This is an optimization exercise on Yosys and OpenROAD, whose aim is small area, a short achievable clock period and few clock cycles per item, not a production implementation.
No functional check of the RTL was part of any run shown here.
No activity file was given, so power comes from the tool's default toggle rates.

### design/flow/flow/run.sh
#!/bin/bash
set -euo pipefail
export BUFFER_PORTS_ARGS="-buffer_cell sky130_fd_sc_hd__buf_2"
bash standard.sh > flow_make.log 2>&1
### design/flow/config.mk
export PLATFORM = sky130hd
export DESIGN_NAME = router_bus_gnrtr
export DESIGN_NICKNAME = router_bus_gnrtr
export VERILOG_FILES = /design/flow/design.v
export SDC_FILE = /design/flow/constraint.sdc
export NUM_CORES = 4
export LEC_CHECK = 0
export CAP_MARGIN = 20
export CORE_MARGIN = 2
export CORE_UTILIZATION = 40
export SETUP_SLACK_MARGIN = 1.5
export SLEW_MARGIN = 20
### design/flow/constraint.sdc
create_clock -name core_clock -period 5.0 [get_ports {clk}]
set_input_delay 1.0000 -clock core_clock [delete_from_list [all_inputs] [get_ports {clk}]]
set_output_delay 1.0000 -clock core_clock [all_outputs]
set_load 0.01 [all_outputs]
### design/flow/design.v
module rr_pick #(parameter n = 4) (
  input [n-1:0] req,
  input [n-1:0] prio,
  output logic [n-1:0] gnt
);
  integer k, d, j;
  logic path, clear;
  always_comb begin
    for (k = 0; k < n; k = k + 1) begin
      path = 1'b0;
      for (d = 0; d < n; d = d + 1) begin
        clear = prio[(k + n - d) % n];
        for (j = 1; j <= d; j = j + 1)
          clear = clear & ~req[(k + n - j) % n];
        path = path | clear;
      end
      gnt[k] = req[k] & path;
    end
  end
endmodule
module out_fifo #(parameter bits = 32) (
  input clk,
  input rst,
  input [2:0] ctr,
  input [bits-1:0] din,
  input push,                  
  input pop,
  output logic [bits-1:0] dout,
  output reg pndng,
  output can_push,
  output can_push_nxt         
);
  reg [bits-1:0] r [7:0];
  reg [7:0] v;                 
  reg [7:0] h;                 
  reg [2:0] oq [7:0];          
  reg [3:0] ow, orp;           
  wire do_pop = pop & pndng;
  integer k;
  assign can_push = ~v[7];
  always @(posedge clk) begin
    r[0] <= push ? din : r[7];
    for (k = 1; k < 8; k = k + 1) r[k] <= r[k-1];
  end
  always_comb begin
    dout = {bits{1'b0}};
    for (k = 0; k < 8; k = k + 1)
      dout = dout | (r[k] & {bits{h[k]}});
  end
  wire [3:0] orp1 = orp + 4'd1;
  wire [2:0] nxt_ph = oq[orp1[2:0]];
  wire [2:0] nxt_pos = ctr - nxt_ph;
  always @(posedge clk)
    if (push) oq[ow[2:0]] <= ctr;
  wire empty = (ow == orp);
  wire one = (ow == orp1);
  wire new_head = push & (empty | (one & do_pop));
  wire [7:0] vp = v & ~(h & {8{do_pop}});
  assign can_push_nxt = ~vp[6];
  always @(posedge clk) begin
    if (new_head) h <= 8'd1;
    else if (do_pop) h <= 8'd1 << nxt_pos;
    else h <= {h[6:0], h[7]};
  end
  always @(posedge clk or posedge rst) begin
    if (rst) begin
      v <= 8'd0;
      ow <= 4'd0;
      orp <= 4'd0;
      pndng <= 1'b0;
    end else begin
      v <= {vp[6:0], push | vp[7]};
      if (push) ow <= ow + 4'd1;
      if (do_pop) orp <= orp1;
      pndng <= push | (pndng & ~(do_pop & one));
    end
  end
endmodule
module router_bus_gnrtr #(parameter pck_sz = 40, parameter num_ntrfs=4, parameter broadcast = {8{1'b1}}, parameter fifo_depth=8,parameter id_c = 2,parameter id_r = 2,parameter columns= 4, parameter rows = 4)(
  input clk,
  input reset,
  input [num_ntrfs*pck_sz-1:0] data_out_i_in,
  input [num_ntrfs-1:0] pndng_i_in,
  input [num_ntrfs-1:0] pop,
  output [num_ntrfs-1:0] popin,
  output [num_ntrfs-1:0] pndng,
  output [num_ntrfs*pck_sz-1:0] data_out
);
  localparam pb = pck_sz - 8;     
  reg [pb-1:0] sd [0:3];    
  reg [3:0] sq [0:3];       
  reg [3:0] gr [0:3];       
  reg [3:0] acc;            
  reg [3:0] prio [0:3];     
  reg [2:0] ctr;            
  logic [3:0] take;
  logic [3:0] sq_n [0:3];
  logic [3:0] req_n [0:3];   
  logic [3:0] gr_n [0:3];
  logic [3:0] prio_n [0:3];
  logic [3:0] room_n;        
  logic [3:0] leave;
  logic [pb-1:0] win [0:3];
  always @(posedge clk or posedge reset)
    if (reset) ctr <= 3'd0;
    else ctr <= ctr + 3'd1;
  genvar i, o;
  generate
    for (i = 0; i < 4; i = i + 1) begin : _in_
      wire [3:0] r = data_out_i_in[i*pck_sz + pb - 1 -: 4];
      wire [3:0] c = data_out_i_in[i*pck_sz + pb - 5 -: 4];
      wire m = data_out_i_in[i*pck_sz + pb - 9];
      wire rlt = r < id_r, rgt = r > id_r, clt = c < id_c, cgt = c > id_c;
      wire [3:0] fd;    
      assign fd[0] = m ? rlt : (!clt & !cgt & rlt);
      assign fd[2] = m ? rgt : (!clt & !cgt & rgt);
      assign fd[3] = m ? (!rlt & !rgt & clt) : clt;
      assign fd[1] = m ? (!rlt & !rgt & cgt) : cgt;
      assign take[i] = pndng_i_in[i] & acc[i];
      assign popin[i] = take[i];
      assign leave[i] = gr[0][i] | gr[1][i] | gr[2][i] | gr[3][i];
      always_comb begin
        if (take[i]) sq_n[i] = fd;
        else if (leave[i]) sq_n[i] = 4'd0;
        else sq_n[i] = sq[i];
      end
      always @(posedge clk)
        if (take[i]) sd[i] <= data_out_i_in[i*pck_sz +: pb];
      always @(posedge clk or posedge reset)
        if (reset) begin
          sq[i] <= 4'd0;
          acc[i] <= 1'b1;
        end else begin
          sq[i] <= sq_n[i];
          acc[i] <= (sq_n[i] == 4'd0) | gr_n[0][i] | gr_n[1][i] | gr_n[2][i] | gr_n[3][i];
        end
    end
    for (o = 0; o < 4; o = o + 1) begin : _out_
      wire can_push, can_push_nxt;
      assign room_n[o] = can_push_nxt;
      always_comb begin
        for (int j = 0; j < 4; j = j + 1)
          req_n[o][j] = sq_n[j][o] & room_n[o];
        prio_n[o] = (|gr[o]) ? {gr[o][2:0], gr[o][3]} : prio[o];
      end
      rr_pick #(.n(4)) arb (.req(req_n[o]), .prio(prio_n[o]), .gnt(gr_n[o]));
      always @(posedge clk or posedge reset)
        if (reset) begin
          gr[o] <= 4'd0;
          prio[o] <= 4'd1;
        end else begin
          gr[o] <= gr_n[o];
          prio[o] <= prio_n[o];
        end
      always_comb begin
        win[o] = {pb{1'b0}};
        for (int j = 0; j < 4; j = j + 1)
          win[o] = win[o] | (sd[j] & {pb{gr[o][j]}});
      end
      if (o == 0) begin : _o0_
        logic [pb-4:0] dq;
        out_fifo #(.bits(pb-3)) fifo_out (
          .clk(clk), .rst(reset), .ctr(ctr), .can_push(can_push), .can_push_nxt(can_push_nxt),
          .din({win[o][pb-4], win[o][pb-5:0]}), .push(|gr[o]), .pop(pop[o]),
          .dout(dq), .pndng(pndng[o])
        );
        assign data_out[o*pck_sz +: pb] = {3'b000, dq};
      end else if (o == 3) begin : _o3_
        logic [pb-4:0] dq;
        out_fifo #(.bits(pb-3)) fifo_out (
          .clk(clk), .rst(reset), .ctr(ctr), .can_push(can_push), .can_push_nxt(can_push_nxt),
          .din({win[o][pb-1 -: 4], win[o][pb-8:0]}), .push(|gr[o]), .pop(pop[o]),
          .dout(dq), .pndng(pndng[o])
        );
        assign data_out[o*pck_sz +: pb] = {dq[pb-4 -: 4], 3'b000, dq[pb-8:0]};
      end else begin : _o12_
        out_fifo #(.bits(pb)) fifo_out (
          .clk(clk), .rst(reset), .ctr(ctr), .can_push(can_push), .can_push_nxt(can_push_nxt),
          .din(win[o]), .push(|gr[o]), .pop(pop[o]),
          .dout(data_out[o*pck_sz +: pb]), .pndng(pndng[o])
        );
      end
      assign data_out[o*pck_sz + pb +: 8] = 8'(o);
    end
  endgenerate
endmodule
### design/flow/standard.sh
#!/bin/bash
# synth_recipe.tcl (not shown) runs the flow's synth.tcl, then flattens the netlist and writes it again
# the make line also repeats each setting of config.mk as NAME=value (left out here)
make -C /OpenROAD-flow-scripts/flow DESIGN_CONFIG=/design/flow/config.mk WORK_HOME=/design/flow/orfs CLKGATE_MAP_FILE= SYNTH_SCRIPT=/design/flow/synth_recipe.tcl "${@:-finish}"
==> results of run 1 <==
[worst max path at each step]
stage,endpoint,slack [ns],depth (start not counted)
CTS,data_out[89],1.51,3
finish,data_out[42],1.56,4
global route,_out_[2].genblk1._o12_.fifo_out.h[4],1.50,11
global placement,acc[0],1.67,8
floorplan,acc[2],1.81,8
detailed placement,acc[0],1.69,8
[routing by layer]
layer / wire [um] / vias to the layer above
li1: - / 12900
met1: 56800 / 14700
met2: 62100 / 1437
met3: 11400 / 276
met4: 5130 / 10
met5: 71 / -
[sequential cells by signal, summed over array words and instances (netlist names), 8 cells and up]
name                              cells
_out_.genblk1._o12_.fifo_out.r      512
_out_._o0_.fifo_out.r               232
_out_.genblk1._o3_.fifo_out.r       232
sd                                  128
_out_.genblk1._o12_.fifo_out.oq      48
_out_._o0_.fifo_out.oq               24
_out_.genblk1._o3_.fifo_out.oq       24
_out_.genblk1._o12_.fifo_out.h       16
_out_.genblk1._o12_.fifo_out.v       16
gr                                   16
prio                                 16
sq                                   16
_out_._o0_.fifo_out.h                 8
_out_._o0_.fifo_out.v                 8
_out_.genblk1._o12_.fifo_out.orp      8
_out_.genblk1._o12_.fifo_out.ow       8
_out_.genblk1._o3_.fifo_out.h         8
_out_.genblk1._o3_.fifo_out.v         8
[power breakdown]
group          leakage [uW]  switching [uW]  total [uW]  internal [uW]
clock               0.00229            4470       10500           5990
combinational       0.00465            1250        1880            634
sequential           0.0116            1400       13000          11600
total                0.0185            7120       25300          18200
[metrics by stage]
step / instances / total power [uW] / utilization / hold slack [ns] / instance area [um2]
final: 5052 / 25300 / 0.469 / 0.335 / 50100
after global routing: 5049 / 26100 / 0.469 / 0.338 / 50100
after floorplan: 3357 / 13800 / - / 0.331 / 43100
after global placement: 4798 / 15000 / 0.425 / 0.332 / 45300
after CTS: 5045 / 25400 / 0.469 / 0.325 / 50100
after detailed placement: 4798 / 15000 / 0.425 / 0.336 / 45300
[critical path: stages, from the launching register on]
cell	delay [ns]
dfxtp_2	0.65
buf_4	0.39
a22oi_1	0.13
nand4_1	0.26
buf_2	0.23
[kinds of logic (layout without fill, tap and decap cells)]
| logic type | count (synthesis) | count (layout) | share of synthesized area |
|---|---|---|---|
| mux | 36 | 36 | 0.0155 |
| fa+ha+maj | 17 | 17 | 0.00566 |
| flops | 1355 | 1355 | 0.699 |
| simple gates | 531 | 531 | 0.0631 |
| other cells | 2 | 45 | 0.000175 |
| buf+inv | 305 | 590 | 0.0312 |
| compound gates | 1007 | 1007 | 0.172 |
| xor+xnor | 68 | 68 | 0.0139 |
[Yosys cell counts, types with 4 or more instances]
cell type | n | share of area
a211o_1 | 4 | 0.00082
a211oi_1 | 4 | 0.00070
a21boi_0 | 24 | 0.0042
a21oi_1 | 36 | 0.0042
a22oi_1 | 753 | 0.13
a31oi_1 | 130 | 0.019
and2_1 | 7 | 0.0010
and3_1 | 7 | 0.0010
buf_1 | 10 | 0.00087
buf_2 | 6 | 0.00070
buf_4 | 43 | 0.0075
clkbuf_1 | 211 | 0.018
dfrtp_1 | 115 | 0.067
dfstp_2 | 8 | 0.0049
dfxtp_1 | 1008 | 0.47
edfxtp_1 | 224 | 0.16
fa_1 | 4 | 0.0019
ha_1 | 13 | 0.0038
inv_1 | 31 | 0.0027
mux2_2 | 4 | 0.0010
mux2i_1 | 8 | 0.0019
mux4_2 | 24 | 0.013
nand2_1 | 101 | 0.0088
nand2b_1 | 11 | 0.0016
nand3_1 | 16 | 0.0019
nand4_1 | 127 | 0.019
nand4b_1 | 5 | 0.0010
nor2_1 | 171 | 0.015
nor3_1 | 32 | 0.0037
nor3b_1 | 5 | 0.00087
nor4_1 | 10 | 0.0015
nor4b_1 | 8 | 0.0016
o211ai_1 | 6 | 0.0010
o21ai_0 | 9 | 0.0010
o21ai_1 | 5 | 0.00058
o21bai_1 | 5 | 0.00087
o2bb2ai_1 | 4 | 0.00082
or2_2 | 4 | 0.00058
or4_1 | 6 | 0.0010
xnor2_1 | 42 | 0.0086
xor2_1 | 26 | 0.0053
[what timing repair did]
| action | 4_1_cts | 5_1_grt |
|---|---|---|
| gates resized for setup | 11 | 9 |
| setup endpoints to repair | 42 | 23 |
| pin swaps | 0 | 0 |
[final cells by class]
cell class	count	area (um2)	area share
clock buffers	194	3910	0.0781
flip-flops and latches	1355	30100	0.600
repair buffers	311	1690	0.0337
clock inverters	53	803	0.0160
inverters	32	125	0.00250
diodes	7	17.5	0.000350
well taps	1403	1760	0.0350
multi-input cells	1697	11800	0.235
==> results.cfg, run 1 <==
[clock_network]
cts_buffer_depth = 3
cts_max_level = 4
clkLatencyLatePin_ns = 0.76
cts_sinks = 1355
cts_tree = yes
cts_setup_buffers = 0
cts-root-buf = clkbuf_16
hold_buffers = 0
clk_pin_slew_ns = 0.06
cts_inserted_buffers = 134

[detailed_routing]
drt_wl_total_mm = 136
drtIter0Drc = 3051
via_count = 29400
drtAntennaViolNets = 0
route.detailed.drc = 0
firstDrtPassIters = 6
wl_per_cell_um = 26.8
via_per_inst = 5.81

[grt]
grt_pass1_wl_mm = 198
grt_pass1_vias = 28500
overflow = 0
grtUsageMet2 = 0.377
grt_max_degree = 124
top_usage_layer = met2
antenna_found_initial = 19
grt.met3_usage = 0.0558
grt_usage = 0.241
grtUsageMet1 = 0.325

[run_status]
status = no timing/DRC/antenna violations

[power]
p_per_area_nw_per_um2 = 506
ir_drop_mv = 0.345
p_leak_uw = 0.0185

[timing]
worstMarginPinSlew_ns = 0.973
hold_viol = 0
drv_slew = 0
clock_skew_ns = 0.0548
finalSetupViolCount = 0
slew_headroom = 0.351
period_needed_ns = 3.44
timing.final.crit_share = 0.687
max_freq_mhz = 291
tns_ns = 0
fin_ws_ns = 1.56
grt_setup_unrepaired = false

[min_path]
hold_class = reg -> reg
hp-start = _out_[0]._o0_.fifo_out.r[0][20]
whs_endpoint = _out_[0]._o0_.fifo_out.r[1][20]
whs_path_depth = 0

[setup_path]
crit_required_ns = 4.00
regToRegStartpoint = _out_[1].genblk1._o12_.fifo_out.orp[0]
path_max_fanout = 18
r2r_end = _out_[1].genblk1._o12_.fifo_out.h[4]
r2r_cells = 10
crit_type = reg -> out
cp-start-kind = flop
worstPathArrival_ns = 2.44
end_kind = output pin
crit_start = _out_[1].genblk1._o12_.fifo_out.h[7]
r2r_slack_ns = 1.76

[synthesis]
netlist_instances = 3321
synthArstFlopShare = 0.0908
yosysWarnings = 23
netlist_area_um2 = 42900
synth_area_per_cell_um2 = 12.9
synth_edf_count = 224
yosysSeqAreaShare = 0.699
ys_types = 77
synth-seq-cells = 1355
ys.flop_type = dfxtp_1

[place]
gp_congestion = 0.903
place_ws_ns = 1.69
place.port_buffers = 267
hpwl_mm = 90.7

[finish]
mostFrequentLayoutCell = dfxtp_1
finalNetCount = 3718
layout_common_cells = dfxtp_1, a22oi_1, buf_2, edfxtp_1, nor2_1
nFillCells = 9372
syn_to_final_growth_pct = 16.7
layout-drive-gt1-share = 0.173

[die]
io_pins = 338
rows = 120
die_y_um = 332
die_area_um2 = 110000
die_x_um = 332
core-area_um2 = 107000
initial_core_util = 0.402

[job]
timing.max_cap.violations = 0
==> inputs of run 2 (changes only) <==
--- a/design/flow/design.v
+++ b/design/flow/design.v
@@ -35,5 +35,5 @@
   reg [7:0] h;                 
   reg [2:0] oq [7:0];          
-  reg [3:0] ow, orp;           
+  reg [2:0] ow, orp;           
   wire do_pop = pop & pndng;
   integer k;
@@ -48,12 +48,11 @@
       dout = dout | (r[k] & {bits{h[k]}});
   end
-  wire [3:0] orp1 = orp + 4'd1;
-  wire [2:0] nxt_ph = oq[orp1[2:0]];
-  wire [2:0] nxt_pos = ctr - nxt_ph;
+  reg [2:0] nph;
+  reg [3:0] cnt;
+  wire [2:0] orp2 = orp + 3'd2;
+  wire [2:0] nxt_pos = ctr - nph;
   always @(posedge clk)
-    if (push) oq[ow[2:0]] <= ctr;
-  wire empty = (ow == orp);
-  wire one = (ow == orp1);
-  wire new_head = push & (empty | (one & do_pop));
+    if (push) oq[ow] <= ctr;
+  wire new_head = push & ((cnt == 4'd0) | ((cnt == 4'd1) & do_pop));
   wire [7:0] vp = v & ~(h & {8{do_pop}});
   assign can_push_nxt = ~vp[6];
@@ -62,16 +61,20 @@
     else if (do_pop) h <= 8'd1 << nxt_pos;
     else h <= {h[6:0], h[7]};
+    if (do_pop) nph <= (cnt >= 4'd3) ? oq[orp2] : ctr;
+    else if (cnt < 4'd2) nph <= ctr;
   end
   always @(posedge clk or posedge rst) begin
     if (rst) begin
       v <= 8'd0;
-      ow <= 4'd0;
-      orp <= 4'd0;
+      ow <= 3'd0;
+      orp <= 3'd0;
+      cnt <= 4'd0;
       pndng <= 1'b0;
     end else begin
       v <= {vp[6:0], push | vp[7]};
-      if (push) ow <= ow + 4'd1;
-      if (do_pop) orp <= orp1;
-      pndng <= push | (pndng & ~(do_pop & one));
+      if (push) ow <= ow + 3'd1;
+      if (do_pop) orp <= orp + 3'd1;
+      cnt <= cnt + {3'd0, push} - {3'd0, do_pop};
+      pndng <= push | (pndng & ~(do_pop & (cnt == 4'd1)));
     end
   end
--- a/design/flow/config.mk
+++ b/design/flow/config.mk
@@ -9,4 +9,4 @@
 export CORE_MARGIN = 2
 export CORE_UTILIZATION = 40
-export SETUP_SLACK_MARGIN = 1.5
+export SETUP_SLACK_MARGIN = 2.2
 export SLEW_MARGIN = 20
==> run 2 against run 1 <==
Still clean. Clock-buffer cell count rose by 11. Register-to-register slack improved by 0.56 ns. Critical path depth did not move. Non-clock buffer count rose by 249. Sequential share of layout area fell by 5.8 points. Clock power barely moved. Total power rose by 18%. Clock skew fell by 0.027 ns. Critical endpoint is now data_out[61]. Highest routed layer is now met4.
==> results.cfg, run 2 <==
[synthesis]
yosysTopAreaCellShare = 0.461
synth_edf_count = 236
synth_area_per_cell_um2 = 12.8
synthArstFlopShare = 0.0953
netlist_area_um2 = 43800
netlist_instances = 3431
synth_common_cells = dfxtp_1, a22oi_1, edfxtp_1
synth-seq-cells = 1375
ys.flop_type = dfxtp_1
synth_top_area_cell = dfxtp_1
ys_types = 72
yosysWarnings = 23
yosysSeqAreaShare = 0.697
synthTopCellsByArea = dfxtp_1, edfxtp_1, a22oi_1
synth.most_common_cell = dfxtp_1

[power]
p_sw_uw = 8890
ir_drop_mv = 0.327
p_leak_uw = 0.0211
seqPwrFrac = 0.435
intPower_uw = 20900
p_per_area_nw_per_um2 = 527
p_clk_frac = 0.363
p_sw_frac = 0.298
pwr-share-comb = 0.203

[finish]
layout-drive-gt1-share = 0.299
layout_common_cells = dfxtp_1, a22oi_1, a22oi_2, buf_2, edfxtp_1
mostFrequentLayoutCell = dfxtp_1
largest_reg_flops = 512
finalNetCount = 4117
syn_to_final_growth_pct = 29.3
seq_area_um2 = 30700
multi_input_area_um2 = 13600
nFillCells = 9129
largest_registers = _out_.genblk1._o12_.fifo_out.r (512), _out_._o0_.fifo_out.r (232), _out_.genblk1._o3_.fifo_out.r (232)
regMostFlops = _out_.genblk1._o12_.fifo_out.r

[run_status]
status = no timing/DRC/antenna violations

[setup_path]
crit_chain = buf_6 > a22oi_2 > nand4_1 > buf_2
worstPathArrival_ns = 2.30
critPathTopFamily = buffers and inverters
r2r_slack_ns = 2.32
r2r_end = acc[1]
cp_slowest_cell = nand4_1
cp-start-kind = flop
worst-path-buf-inv = 2
crit_required_ns = 4.00
r2r_cells = 8
max_stage_delay_ns = 0.48
end_kind = output pin
path_max_fanout = 6
regToRegStartpoint = gr[2][0]
crit_type = reg -> out

[grt]
grt_pass1_vias = 30900
antenna_found_initial = 13
grt_max_degree = 132
grt_pass1_wl_mm = 219
overflow = 0
grt_usage = 0.269

[timing]
timing.final.crit_share = 0.659
fin_ws_ns = 1.70
slew_headroom = 0.371
drv_slew = 0
period_needed_ns = 3.30
finalSetupViolCount = 0
clock_skew_ns = 0.0278
worst_hold_slack_ns = 0.343
grt_setup_unrepaired = true
worstMarginPinSlew_ns = 0.938
tns_ns = 0
hold_viol = 0
max_freq_mhz = 303

[clock_network]
cts_sinks = 1375
clkLatencyLatePin_ns = 0.75
cts_tree = yes
cts_buffer_depth = 3
cts-root-buf = clkbuf_16
cts_max_level = 4
cts_inserted_buffers = 138
clk_pin_slew_ns = 0.07

[detailed_routing]
via_per_inst = 5.92
drt_wl_total_mm = 158
via_count = 32200
drtAntennaViolNets = 0
drtIter0Drc = 3605
firstDrtPassIters = 7
wl_per_cell_um = 29.1
route.detailed.drc = 0

[die]
die_x_um = 335
rows = 121
core-area_um2 = 109000
die_area_um2 = 112000
io_pins = 338
initial_core_util = 0.403
die_y_um = 335

[job]
timing.max_cap.violations = 0

[min_path]
whs_path_depth = 0
whs_endpoint = _out_[0]._o0_.fifo_out.r[5][21]
hold_class = reg -> reg
hp-start = _out_[0]._o0_.fifo_out.r[4][21]

[place]
gp_congestion = 0.961
place_ws_ns = 1.56
hpwl_mm = 92.9
place.port_buffers = 267
==> run 2: changes by cell type after synthesis, sizes merged, moves of 12 or more <==
cell | previous run | this run
mux2i | 8 | 30
xor2 | 26 | 13
nor2 | 172 | 188
o21ai | 15 | 29
mux4 | 24 | 12
xnor2 | 42 | 28
ha | 13 | 37
inv | 31 | 69
edfxtp | 224 | 236
==> run 2: worst max-delay path by stage <==
stage	from	end	slack [ns]	cells after the start
floorplan	pndng_i_in[3]	acc[2]	2.08	8
global placement	pop[1]	acc[2]	1.59	11
detailed placement	data_out_i_in[147]	acc[2]	1.56	8
CTS	_out_[1].genblk1._o12_.fifo_out.h[5]	data_out[40]	1.82	4
global route	_out_[1].genblk1._o12_.fifo_out.h[0]	data_out[66]	1.72	4
finish	_out_[1].genblk1._o12_.fifo_out.h[7]	data_out[61]	1.70	4
==> run 2: power by group through the flow <==
stage	combinational [uW]	sequential (uW)	clock, uW
floorplan	2170	12400	0
global placement	2070	13800	0
detailed placement	2100	13800	0
CTS	4930	13000	10900
global route	6240	13000	11300
finish	6050	13000	10800
==> run 2: cells by family after synthesis <==
family | share of synthesized area
multiplexers | 0.0135
XOR/XNOR | 0.00820
other | 0.000171
flip-flops | 0.697
AND/OR/NAND/NOR | 0.0611
adder cells (fa/ha/maj) | 0.0142
buffers and inverters | 0.0325
AO/OA/AOI/OAI | 0.173
==> run 2: cell type report <==
type,count,share of cell area
repair buffers,560,0.0962
flip-flops and latches,1375,0.542
well taps,1414,0.0312
diodes,8,0.000353
clock inverters,47,0.0112
inverters,69,0.00497
multi-input cells,1758,0.241
clock buffers,205,0.0734
==> run 2: through the flow <==
step	utilization	total power [uW]	area [um2]	cells
after CTS	0.503	28700	54700	5360
final	0.521	29800	56600	5436
after floorplan	-	14500	44000	3467
after global routing	0.521	30600	56600	5435
after detailed placement	0.426	15900	46300	4925
after global placement	0.426	15900	46300	4925
==> run 2: routing by layer <==
layer  global-route usage  vias to the layer above  wire (um)
met5                    0                        -          0
met4                0.107                        0       6840
met3               0.0798                      346      17800
met2                0.403                     1817      68800
met1                0.366                    16200      64700
li1                     -                    13800          -
==> run 2: what timing repair did <==
action,in CTS,in global routing
gates resized for setup,343,253
setup buffers,163,61
gates cloned,20,7
pin swaps,148,178
hold buffers,0,0
endpoints found under the setup margin,136,136
==> inputs of run 3 (changes only) <==
--- a/design/flow/config.mk
+++ b/design/flow/config.mk
@@ -9,4 +9,5 @@
 export CORE_MARGIN = 2
 export CORE_UTILIZATION = 40
+export CTS_BUF_LIST = sky130_fd_sc_hd__clkbuf_8
 export SETUP_SLACK_MARGIN = 2.2
 export SLEW_MARGIN = 20
==> run 3 against run 2 <==
Sequential share of layout area rose by 0.83 points. Largest cell class unchanged. Final area fell by 1.5%. Global-route usage rose by 0.070 points. Maximum frequency fell by 3.7%. Flip-flop and latch count did not move. Total power fell by 6.3%. Clock skew rose by 0.047 ns. Critical path depth did not move. Via count rose by 0.70%. Synthesized area did not move. Cell count rose by 2.4%. Still clean. Combinational power fell by 3.5%.
==> results.cfg, run 3 <==
[synthesis]
synth_top_area_cell = dfxtp_1
synth.most_common_cell = dfxtp_1
synth_common_cells = dfxtp_1, a22oi_1, edfxtp_1
yosysTopAreaCellShare = 0.461
synth_top_family_by_area = compound AO/OA/AOI/OAI gates
netlist_instances = 3431
synth-seq-cells = 1375
yosysWarnings = 23
yosys.area_share.simple = 0.0611
yosysSeqAreaShare = 0.697
synth_fa_ha_area_frac = 0.0142
synth_compound_area_frac = 0.173
synthArstFlopShare = 0.0953
ys_types = 72
synthXorXnorAreaFrac = 0.00820
ys.flop_type = dfxtp_1
synth_area_per_cell_um2 = 12.8
synthTopCellsByArea = dfxtp_1, edfxtp_1, a22oi_1
synth_edf_count = 236
netlist_area_um2 = 43800
synthMuxAreaShare = 0.0135

[clock_network]
cts-root-buf = clkbuf_8
clk_pin_slew_ns = 0.06
cts_inserted_buffers = 209
cts_max_level = 4
cts_tree = yes
clkLatencyLatePin_ns = 0.90
cts_buffer_depth = 3
hold_buffers = 0
cts_sinks = 1375

[job]
timing.max_cap.violations = 0

[grt]
antenna_found_initial = 16
grt_pass1_wl_mm = 220
grt_max_degree = 132
overflow = 0
grt_pass1_vias = 31500
grt_usage = 0.270

[timing]
tns_ns = 0
drv_slew = 0
finalSetupViolCount = 0
hold_viol = 0
timing.final.crit_share = 0.684
period_needed_ns = 3.42
worst_hold_slack_ns = 0.276
max_freq_mhz = 292
slew_headroom = 0.328
worstMarginPinSlew_ns = 1.00
clock_skew_ns = 0.0751
grt_setup_unrepaired = true

[detailed_routing]
firstDrtPassIters = 7
drtAntennaViolNets = 0
route.detailed.drc = 0
drt_wl_total_mm = 157
via_count = 32400
wl_per_cell_um = 28.2
via_per_inst = 5.82
drtIter0Drc = 3680

[die]
rows = 121
die_area_um2 = 112000
core-area_um2 = 109000
io_pins = 338
die_y_um = 335
die_x_um = 335
initial_core_util = 0.403

[setup_path]
crit_required_ns = 4.00
worstPathArrival_ns = 2.42
end_kind = output pin
cp-start-kind = flop
crit_type = reg -> out
r2r_cells = 11
path_max_fanout = 6
max_stage_delay_ns = 0.46
r2r_slack_ns = 2.30
r2r_end = acc[1]
regToRegStartpoint = acc[3]
crit_chain = buf_4 > a22oi_2 > nand4_1 > buf_2
cp_slowest_cell = nand4_1

[finish]
mostFrequentLayoutCell = dfxtp_1
layout-drive-gt1-share = 0.300
layout_common_cells = dfxtp_1, a22oi_1, a22oi_2, clkbuf_8, buf_2
largest_reg_flops = 512
design_area_um2 = 55800
instances_no_fill = 5569
largest_registers = _out_.genblk1._o12_.fifo_out.r (512), _out_._o0_.fifo_out.r (232), _out_.genblk1._o3_.fifo_out.r (232)
regMostFlops = _out_.genblk1._o12_.fifo_out.r
syn_to_final_growth_pct = 27.3
post-route-util = 0.513
finalNetCount = 4177
nFillCells = 9297

[power]
p_leak_uw = 0.0211
ir_drop_mv = 0.276
p_per_area_nw_per_um2 = 501

[place]
gp_congestion = 0.961
place.port_buffers = 267
place_area_um2 = 46300
hpwl_mm = 92.9
dpl.cell_count = 4925

[run_status]
status = no timing/DRC/antenna violations

[min_path]
hold_class = in -> async
[run 3: cell count changes in the layout (fill, tap and decap cells not counted), moves of 5 or more]
cell	before	now
a22oi_2	308	296
clkbuf_1	30	0
a22oi_1	448	460
inv_12	0	5
buf_6	89	81
buf_4	114	119
clkinv_1	1	27
bufinv_16	10	1
clkbuf_16	153	3
inv_1	58	137
clkbuf_8	30	250
[run 3: per-layer routing]
layer | GRT usage | share of wire | up-vias
met4 | 0.127 | 0.047 | 6
met2 | 0.393 | 0.43 | 1930
li1 | - | - | 14000
met5 | 0 | 0.00033 | -
met1 | 0.374 | 0.41 | 16100
met3 | 0.0717 | 0.11 | 394
[run 3: area by class of cell]
class                   instances  area, um2  area share
inverters                      69        282     0.00505
diodes                         12       30.0    0.000538
well taps                    1414       1770      0.0317
repair buffers                549       5290      0.0947
flip-flops and latches       1375      30700       0.550
clock buffers                 249       3430      0.0614
clock inverters               143        721      0.0129
multi-input cells            1758      13600       0.244
[run 3: logic make-up after synthesis]
logic type               after synthesis
flip-flops                          1375
AO/OA/AOI/OAI                       1045
AND/OR/NAND/NOR                      545
buffers and inverters                334
adder cells (fa/ha/maj)               45
multiplexers                          44
XOR/XNOR                              41
other                                  2
[run 3: timing repair]
item	in CTS	in global routing
buffers inserted	171	46
gates resized for setup	357	223
pin swaps	161	159
cloned	20	3
endpoints found under the setup margin	136	146
[run 3: worst max path at each step]
stage                                               from            to  slack, ns
global route        _out_[1].genblk1._o12_.fifo_out.h[4]  data_out[66]       1.53
CTS                 _out_[1].genblk1._o12_.fifo_out.h[5]  data_out[40]       1.62
finish              _out_[1].genblk1._o12_.fifo_out.h[3]  data_out[65]       1.58
detailed placement                    data_out_i_in[147]        acc[2]       1.56
global placement                                  pop[1]        acc[2]       1.59
floorplan                                  pndng_i_in[3]        acc[2]       2.08
[run 3: power by group]
| group | switching (uW) | total, uW | internal [uW] |
|---|---|---|---|
| Combinational | 3260 | 5840 | 2580 |
| Clock | 4490 | 9100 | 4620 |
| Sequential | 1060 | 13000 | 11900 |
| Total | 8810 | 27900 | 19100 |
[run 3: stage by stage]
step / setup WS [ns] / power (uW)
global route: 1.53 / 28800
CTS: 1.62 / 27200
floorplan: 2.08 / 14500
global placement: 1.59 / 15900
finish: 1.58 / 27900
detailed placement: 1.56 / 15900
[run 3: worst max-delay path: cells and delay by family (launching register included)]
kind / cells / cell delay, ns
buf+inv: 2 / 0.53
simple gates: 1 / 0.46
flops: 1 / 0.40
compound gates: 1 / 0.16

-- separate check: timing with driven ports --
No port has a modelled driver above. Below, the same layouts with a new extraction and two added sets of constraints. Step 1 sets driving cells, clkbuf_16 on the clock port and buf_2 on the other inputs (assumed; they add their load-dependent delay and slew). Step 2, shift: input delay + t, output delay - t, t = (earliest + latest rising clock arrival at the registers) / 2. This alone moves slack from input paths to output paths. a / b / c = ideal ports / drivers / drivers and shift; a / b = the first two.
| run | shift t [ns] | slack for setup (ns) | hold WS [ns] |
|---|---|---|---|
| run 1 | 0.807 | 1.565 / 1.490 / 1.593 | 0.335 / 0.305 / 0.335 |
| run 2 | 0.807 | 1.704 / 1.633 / 1.679 | 0.343 / 0.343 / 0.343 |
| run 3 | 0.926 | 1.578 / 1.513 / 1.530 | 0.276 / 0.233 / 0.284 |
After both steps every run listed still meets setup and hold. The setup slack of run 3, which loses most, moves by -0.065 ns with the drivers and by -0.048 ns with both steps.
